Source: an optimization exercise on an open RTL-to-GDS flow (aim: small area, a short achievable clock period and few clock cycles per item). Production flows keep margins and buffers that such runs may drop.
The RTL was checked by simulation tests, not by an equivalence proof against the original design.

// PixelSolverMultiCore
module PixelSolverMultiCore (
  input               io_cmd_valid,
  output              io_cmd_ready,
  input      [27:0]   io_cmd_payload_x,
  input      [27:0]   io_cmd_payload_y,
  output              io_rsp_valid,
  input               io_rsp_ready,
  output     [5:0]    io_rsp_payload_iteration,
  input               clk,
  input               reset
);
For scale: roughly 4600 cells after synthesis, roughly 68 I/O pins, about 47000 µm² of cells after synthesis.
==> flow/config.mk <==
export PLATFORM = sky130hd
export DESIGN_NAME = PixelSolverMultiCore
export DESIGN_NICKNAME = PixelSolverMultiCore
export VERILOG_FILES = /design/flow/design.v
export SDC_FILE = /design/flow/constraint.sdc
export NUM_CORES = 4
export LEC_CHECK = 0
export ABC_AREA = 1
export CAP_MARGIN = 20
export CORE_MARGIN = 2
export CORE_UTILIZATION = 65
export CTS_CLUSTER_DIAMETER = 70
export CTS_CLUSTER_SIZE = 20
export SLEW_MARGIN = 20
==> flow/constraint.sdc <==
create_clock -name core_clock -period 17.0 [get_ports {clk}]
set_input_delay 3.4000 -clock core_clock [delete_from_list [all_inputs] [get_ports {clk}]]
set_output_delay 3.4000 -clock core_clock [all_outputs]
set_load 0.01 [all_outputs]
standard.sh (not shown) runs the stock make flow with config.mk's settings and CLKGATE_MAP_FILE= SYNTH_SCRIPT=/design/flow/synth_recipe.tcl, a recipe that flattens the netlist after the stock synthesis.
==> flow/flow/run.sh <==
#!/bin/bash
# Layout flow: the standard synthesis, then an inverter-polarity pass on the
# synthesized netlist (flow/invopt.py: full adders are self-dual, so most
# inverters between them can go), then the standard ORFS layout with
# repair_timing asked to over-fix setup by a margin, so that the layout is
# optimised below the design's clock period.
set -euo pipefail
HERE=$(pwd)
RES=$HERE/orfs/results/$FLOW_PLATFORM/PixelSolverMultiCore/base
bash standard.sh "$RES/1_2_yosys.v" > flow_synth.log 2>&1
cp "$RES/1_2_yosys.v" "$HERE/synth_standard.v"
python3 flow/invopt.py "$HERE/synth_standard.v" "$RES/1_2_yosys.v" > flow_invopt.log 2>&1
export SETUP_SLACK_MARGIN=12.3
bash standard.sh > flow_make.log 2>&1
Other scripts of this flow, unchanged in this note and not shown: flow/flow/invopt.py
Testbench counts at the start, summed over its fixed seeds: cycles 114,659, items 7,200.
Rerun with:
--- a/flow/flow/run.sh
+++ b/flow/flow/run.sh
@@ -12,3 +12,3 @@
 python3 flow/invopt.py "$HERE/synth_standard.v" "$RES/1_2_yosys.v" > flow_invopt.log 2>&1
-export SETUP_SLACK_MARGIN=12.3
+export SETUP_SLACK_MARGIN=12.4
 bash standard.sh > flow_make.log 2>&1
=> Sequential cell count is unchanged. Register-to-register slack gets better by 0.06 ns. Area after synthesis stays the same. Wire length is about the same. Clock skew barely changes. Critical path depth stays the same. Global-route usage is about the same. Final area barely changes.
Rerun with:
- CTS_CLUSTER_DIAMETER: 70 -> 80
- CTS_CLUSTER_SIZE: 20 -> 25
After rerunning: Sequential share of layout area went up by 0.14 points. Non-clock buffer count went down by 5. Via count went down by about 0.7%. Worst setup slack gets worse by 0.0067 ns. Die area is unchanged. Synthesized cell count does not change. Wire length is about the same. Cell area went down by about 0.5%. Hold slack gets worse by 0.016 ns.

* * *

PixelSolverMultiCore, a different RTL version from the one above (not shown whole).
For scale: roughly 68 I/O pins.
// PixelSolverMultiCore
module PixelSolverMultiCore (
  input               io_cmd_valid,
  output              io_cmd_ready,
  input      [27:0]   io_cmd_payload_x,
  input      [27:0]   io_cmd_payload_y,
  output              io_rsp_valid,
  input               io_rsp_ready,
  output     [5:0]    io_rsp_payload_iteration,
  input               clk,
  input               reset
);
clock: 17.0 ns
lec_check: 0
abc_area: 1
cap_margin: 20
core_margin: 2
core_utilization: 55
cts_cluster_diameter: 70
cts_cluster_size: 20
slew_margin: 20
==> flow/flow/run.sh <==
#!/bin/bash
# Layout flow: the standard synthesis, then an inverter-polarity pass on the
# synthesized netlist (flow/invopt.py: full adders are self-dual, so most
# inverters between them can go), then the standard ORFS layout with
# repair_timing asked to over-fix setup by a margin, so that the layout is
# optimised below the design's clock period.
set -euo pipefail
HERE=$(pwd)
RES=$HERE/orfs/results/$FLOW_PLATFORM/PixelSolverMultiCore/base
bash standard.sh "$RES/1_2_yosys.v" > flow_synth.log 2>&1
cp "$RES/1_2_yosys.v" "$HERE/synth_standard.v"
python3 flow/invopt.py "$HERE/synth_standard.v" "$RES/1_2_yosys.v" > flow_invopt.log 2>&1
export SETUP_SLACK_MARGIN=12.3
bash standard.sh > flow_make.log 2>&1
Other scripts of this flow, unchanged in this note and not shown: flow/flow/invopt.py
Testbench counts at the start, summed over its fixed seeds: cycles 114,659, items 7,200.
Next try:
--- a/flow/config.mk
+++ b/flow/config.mk
@@ -11 +11 @@
-export CORE_UTILIZATION = 55
+export CORE_UTILIZATION = 75
After rerunning:
- The changed run completed with no timing, DRC or antenna violations
- global-route usage came out higher by 10 points
- final cell count goes down by 5.2%
- clock skew climbs by 0.012 ns
- final area fell by 0.70%
- count of clock-buffer cells in the layout grows by 5
- register-to-register slack hardly moves
- routed wire length drops by 0.82%
- core utilization increases by 21 points
- critical path depth is unchanged

* * *

== run D ==
Starting RTL as in the previous note.
==> flow/design.v (excerpt) <==
module PixelSolverMultiCore (
  input               io_cmd_valid,
  output              io_cmd_ready,
  input      [27:0]   io_cmd_payload_x,
  input      [27:0]   io_cmd_payload_y,
  output              io_rsp_valid,
  input               io_rsp_ready,
  output     [5:0]    io_rsp_payload_iteration,
  input               clk,
  input               reset
);
Settings: LEC_CHECK=0, ABC_AREA=1, CAP_MARGIN=10, CORE_MARGIN=2, CORE_UTILIZATION=65, CTS_CLUSTER_DIAMETER=70, CTS_CLUSTER_SIZE=20, SLEW_MARGIN=10; clock period 17.0 ns.
Scripts as last shown in full above: flow/flow/run.sh
Other scripts of this flow, unchanged in this note and not shown: flow/flow/invopt.py
Run D: flow completed, timing, DRC and antenna clean
Testbench counts of run D, summed over its fixed seeds: cycles 114,659, items 7,200.
Edits applied to the flow inputs when going from run D to run C:
diff --git a/flow/config.mk b/flow/config.mk
--- a/flow/config.mk
+++ b/flow/config.mk
@@ -8,3 +8,3 @@
 export ABC_AREA = 1
-export CAP_MARGIN = 10
+export CAP_MARGIN = 20
 export CORE_MARGIN = 2
@@ -13,2 +13,2 @@
 export CTS_CLUSTER_SIZE = 20
-export SLEW_MARGIN = 10
+export SLEW_MARGIN = 20
==> run summary <==
Run C went all the way through synthesis, placement and routing and the layout is clean on timing, DRC and antenna.
Routed wirelength normalized by instance count came out exactly the same in run D and run C.
~same flip-flop and latch count in run D and run C
Diff run D..run C | max-slew violation total from the final report | unchanged
Delta (run C minus run D): total iterations of the first detailed-routing run neither gained nor lost much; utilization neither gained nor lost much.

## port drivers added, routing unchanged
Ports are ideal in the flow. The routed layouts listed here were re-timed in OpenROAD. Step 1, drivers: a clkbuf_16 drives clk and a buf_2 each remaining input, both assumed. Step 2 adds t to the input delays and takes it off the output delays; t is the mean of the earliest and latest rising clock arrival at the registers after step 1. Input paths then give back, and output paths get back, about the clock's delay inside the block. a / b / c = ideal ports / drivers / drivers and shift; a / b = the first two.
run	t, ns	setup WS [ns]	worst hold slack (ns)	worst data-port slew with drivers (ns)
the first run of note 1	0.695	12.341 / 12.273 / 11.895	0.316 / 0.316 / 0.316	0.05
the second run of note 1	0.697	12.433 / 12.365 / 11.947	0.323 / 0.323 / 0.323	0.05
the third run of note 1	0.676	12.426 / 12.361 / 11.973	0.307 / 0.307 / 0.307	0.05
the first run of note 2	0.691	12.353 / 12.286 / 12.002	0.317 / 0.317 / 0.317	0.05
the second run of note 2	0.689	12.331 / 12.265 / 12.089	0.321 / 0.321 / 0.321	0.07
run D	0.691	12.354 / 12.289 / 12.013	0.326 / 0.326 / 0.326	0.04
run C	0.691	12.354 / 12.289 / 12.013	0.326 / 0.326 / 0.326	0.04
After both steps every run listed still meets setup and hold. For the second run of note 1, which loses most, drivers alone change the setup slack by -0.068 ns; drivers and shift together by -0.486 ns.
